What follows belongs to an exercise in optimizing a design on an open flow for small area; a production flow would make more cautious choices. In this exercise RTL edits were held to simulation tests only and were not proved equivalent to the original. The clock port is modelled as an ideal driver; clocking choices that lean on that would not hold on a real chip. Power is estimated from default activity; no workload was simulated.

## basic_uart_transceiver
module basic_uart_transceiver(
    input                   clk,
    input                   rst,
    input                   tx_wr_ev,
    input                   rx_dat_ser,
	input       [15:0]      divisor,      
    input       [7 :0]      tx_dat,
	input                   trans_bit_order,
	input       [1 :0]      trans_stop_bit_num,
	input                   rec_bit_order,
    output      [7 :0]      rx_dat, 
    output                  tx_dat_ser,
    output                  rx_dat_ev,
    output                  tx_done_ev,
    output                  tx_ready
    );
clock: 6.0 ns
lec_check: 0
cap_margin: 20
core_margin: 2
core_utilization: 40
slew_margin: 20
standard.sh (not shown) runs the stock make flow with config.mk's settings and CLKGATE_MAP_FILE= SYNTH_SCRIPT=/design/flow/synth_recipe.tcl, a recipe that flattens the netlist after the stock synthesis.
==> flow/flow/run.sh <==
#!/bin/bash
# Own layout flow: the standard flow (standard.sh, unchanged synthesis) with
# area-oriented knobs: small port buffers, a CTS without dummy loads and with
# small clock buffers, and power/area recovery (downsizing) after global route.
set -euo pipefail
W=$PWD
cp config.mk config_own.mk
cat >> config_own.mk <<EOC
export BUFFER_PORTS_ARGS = -buffer_cell sky130_fd_sc_hd__buf_1
export CTS_ARGS = -sink_clustering_enable -repair_clock_nets -dont_use_dummy_load -buf_list {sky130_fd_sc_hd__clkbuf_2 sky130_fd_sc_hd__clkbuf_4 sky130_fd_sc_hd__clkbuf_8}
export RECOVER_POWER = 100
EOC
sed "s|DESIGN_CONFIG=[^ ]*|DESIGN_CONFIG=$W/config_own.mk|" standard.sh > standard_own.sh
bash standard_own.sh > make_flow.log 2>&1
The baseline completed and failed the layout checks on capacitance limit, slew limit.
Next try:
==> flow/flow/run.sh (replaced) <==
#!/bin/bash
# Own layout flow: the standard flow (standard.sh) with area-oriented knobs:
#  - synthesis: the standard flow's script, but ABC maps for area (flow/synth.tcl, flow/area.abc)
#  - port buffers: sky130_fd_sc_hd__buf_1
#  - CTS: no dummy loads, small clock buffers
#  - after CTS: downsizing of cells with spare slack (flow/post_cts.tcl)
# Each tool's output goes to the ORFS logs under orfs/logs; make's to make_flow.log.
set -euo pipefail
W=$PWD
cp config.mk config_own.mk
cat >> config_own.mk <<EOC
export OWN_ABC_SCRIPT = $W/flow/area.abc
export BUFFER_PORTS_ARGS = -buffer_cell sky130_fd_sc_hd__buf_1
export CTS_ARGS = -sink_clustering_enable -repair_clock_nets -dont_use_dummy_load -buf_list {sky130_fd_sc_hd__clkbuf_2 sky130_fd_sc_hd__clkbuf_4 sky130_fd_sc_hd__clkbuf_8}
export POST_CTS_TCL = $W/flow/post_cts.tcl
EOC
sed -e "s|DESIGN_CONFIG=[^ ]*|DESIGN_CONFIG=$W/config_own.mk|" \
    -e "s|SYNTH_SCRIPT=[^ ]*|SYNTH_SCRIPT=$W/flow/synth.tcl|" standard.sh > standard_own.sh
grep -q "SYNTH_SCRIPT=$W/flow/synth.tcl" standard_own.sh
bash standard_own.sh > make_flow.log 2>&1
==> flow/flow/area.abc (new file) <==
strash
&get -n
&st
&dch
&nf -R 1000 -p
&put
topo
==> flow/flow/post_cts.tcl (new file) <==
# Downsize cells that have slack to spare; the global-route step's repair_design
# that follows fixes any slew or capacitance this leaves.
log_cmd repair_timing -recover_power 100
==> flow/flow/synth.tcl (new file) <==
# The standard synthesis script (synth_recipe.tcl), with one change: ABC maps the
# logic with area.abc (area-oriented mapping, no buffering or upsizing) instead of
# ORFS's speed script. Registers are mapped before ABC runs, so they are unchanged.
proc synth {args} { yosys synth -nofsm -noshare {*}$args }
proc abc {args} {
  set i [lsearch $args -script]
  if { $i >= 0 } { lset args [expr {$i+1}] $::env(OWN_ABC_SCRIPT) }
  yosys abc {*}$args
}
source $::env(SCRIPTS_DIR)/synth.tcl
# left out here: clear keep_hierarchy, flatten, clean up, hide names made inside functions, write 1_2_yosys.v
After rerunning: The new run ran to the end with no violations; global-route usage fell by 0.53 points; core utilization rose by 2.2 points; via count fell by 8.2%; final area fell by about 7%; wire length fell by about 14%; power fell by 50%; non-clock buffer count stays the same; clock skew rose by 0.0098 ns; hold slack hardly moves.
Next try:
--- a/flow/flow/run.sh
+++ b/flow/flow/run.sh
@@ -12,5 +12,5 @@
 export OWN_ABC_SCRIPT = $W/flow/area.abc
 export BUFFER_PORTS_ARGS = -buffer_cell sky130_fd_sc_hd__buf_1
-export CTS_ARGS = -sink_clustering_enable -repair_clock_nets -dont_use_dummy_load -buf_list {sky130_fd_sc_hd__clkbuf_2 sky130_fd_sc_hd__clkbuf_4 sky130_fd_sc_hd__clkbuf_8}
+export CTS_ARGS = -sink_clustering_enable -repair_clock_nets -dont_use_dummy_load -buf_list {sky130_fd_sc_hd__clkbuf_4 sky130_fd_sc_hd__clkbuf_8}
 export POST_CTS_TCL = $W/flow/post_cts.tcl
 EOC
Settings changed: CORE_UTILIZATION 40 to 70.
Effect: The changed run produced a clean layout. Global-route usage increases by 11 points. Clock-buffer cell count is unchanged. Wire length is higher by about 2.3%. Sequential cell count does not change. Via count increases by 3.7%. Clock skew drops by 0.0037 ns.

---

basic_uart_transceiver again, from the RTL that the note above started with.
export LEC_CHECK = 0
export CAP_MARGIN = 20
export CORE_MARGIN = 2
export CORE_UTILIZATION = 40
export SLEW_MARGIN = 20
create_clock -name core_clock -period 6.0 [get_ports {clk}]
==> flow/flow/run.sh <==
#!/bin/bash
# Own layout flow: the standard flow (standard.sh) with area-oriented knobs:
#  - synthesis: the standard flow's script, but ABC maps for area (flow/synth.tcl, flow/area.abc)
#  - port buffers: sky130_fd_sc_hd__buf_1
#  - CTS: no dummy loads, small clock buffers
#  - after CTS: downsizing of cells with spare slack (flow/post_cts.tcl)
# Each tool's output goes to the ORFS logs under orfs/logs; make's to make_flow.log.
set -euo pipefail
W=$PWD
cp config.mk config_own.mk
cat >> config_own.mk <<EOC
export OWN_ABC_SCRIPT = $W/flow/area.abc
export BUFFER_PORTS_ARGS = -buffer_cell sky130_fd_sc_hd__buf_1
export CTS_ARGS = -sink_clustering_enable -repair_clock_nets -dont_use_dummy_load -buf_list {sky130_fd_sc_hd__clkbuf_2 sky130_fd_sc_hd__clkbuf_4} -sink_clustering_size 30 -sink_clustering_max_diameter 200
export POST_CTS_TCL = $W/flow/post_cts.tcl
EOC
sed -e "s|DESIGN_CONFIG=[^ ]*|DESIGN_CONFIG=$W/config_own.mk|" \
    -e "s|SYNTH_SCRIPT=[^ ]*|SYNTH_SCRIPT=$W/flow/synth.tcl|" standard.sh > standard_own.sh
grep -q "SYNTH_SCRIPT=$W/flow/synth.tcl" standard_own.sh
bash standard_own.sh > make_flow.log 2>&1
==> flow/flow/area.abc <==
strash
&get -n
&st
&dch
&nf -R 1000 -p
&put
topo
==> flow/flow/post_cts.tcl <==
# Downsize cells that have slack to spare; the global-route step's repair_design
# that follows fixes any slew or capacitance this leaves.
log_cmd repair_timing -recover_power 100
==> flow/flow/synth.tcl <==
# The standard synthesis script (synth_recipe.tcl), with one change: ABC maps the
# logic with area.abc (area-oriented mapping, no buffering or upsizing) instead of
# ORFS's speed script. Registers are mapped before ABC runs, so they are unchanged.
proc synth {args} { yosys synth -nofsm -noshare {*}$args }
proc abc {args} {
  set i [lsearch $args -script]
  if { $i >= 0 } { lset args [expr {$i+1}] $::env(OWN_ABC_SCRIPT) }
  yosys abc {*}$args
}
source $::env(SCRIPTS_DIR)/synth.tcl
# left out here: clear keep_hierarchy, flatten, clean up, hide names made inside functions, write 1_2_yosys.v
The starting point finished with timing, DRC and antenna clean.
==> next run, changes <==
--- a/flow/flow/run.sh
+++ b/flow/flow/run.sh
@@ -14 +14 @@
-export CTS_ARGS = -sink_clustering_enable -repair_clock_nets -dont_use_dummy_load -buf_list {sky130_fd_sc_hd__clkbuf_2 sky130_fd_sc_hd__clkbuf_4} -sink_clustering_size 30 -sink_clustering_max_diameter 200
+export CTS_ARGS = -sink_clustering_enable -repair_clock_nets -dont_use_dummy_load -buf_list {sky130_fd_sc_hd__clkbuf_4} -root_buf sky130_fd_sc_hd__clkbuf_8
--- a/flow/config.mk
+++ b/flow/config.mk
@@ -10 +10 @@
-export CORE_UTILIZATION = 40
+export CORE_UTILIZATION = 70
=> Global-route usage grows by 11 points. Sequential power stays flat. Register-to-register slack is worse by 0.04 ns. Die area drops by 41%. Via count grows by 4.5%. Wire length grows by 3.2%. Clock skew goes down by 0.020 ns. Flip-flop and latch count is unchanged. Total power rises by 10%. Critical path depth is unchanged. Synthesized cell count stays the same.

## static timing again, ports no longer ideal
The flow's constraints put no driver on any port. The routed layouts listed below were extracted and timed again, unchanged, in two steps. Step 1: set_driving_cell puts a clkbuf_16 on clk and a buf_2 on each other input, an assumption about the parent block. Step 2, shift: input delay + t, output delay - t, t = (earliest + latest rising clock arrival at the registers) / 2. This alone moves slack from input paths to output paths. a / b / c = ideal / step 1 / step 2; a / b = the first two.
run | t (ns) | setup slack, ns | latest minus earliest clock arrival (ns) | worst slew at a driven data input, ns
the first run of note 1 | 0.361 | 1.674 / 1.674 / 1.674 | 0.016 / 0.016 | 0.03
the second run of note 1 | 0.364 | 2.109 / 2.086 / 2.086 | 0.026 / 0.026 | 0.06
the third run of note 1 | 0.370 | 2.101 / 2.080 / 2.080 | 0.022 / 0.023 | 0.05
the first run of note 2 | 0.421 | 2.131 / 2.108 / 2.108 | 0.043 / 0.043 | 0.06
the second run of note 2 | 0.370 | 2.101 / 2.080 / 2.080 | 0.022 / 0.023 | 0.05
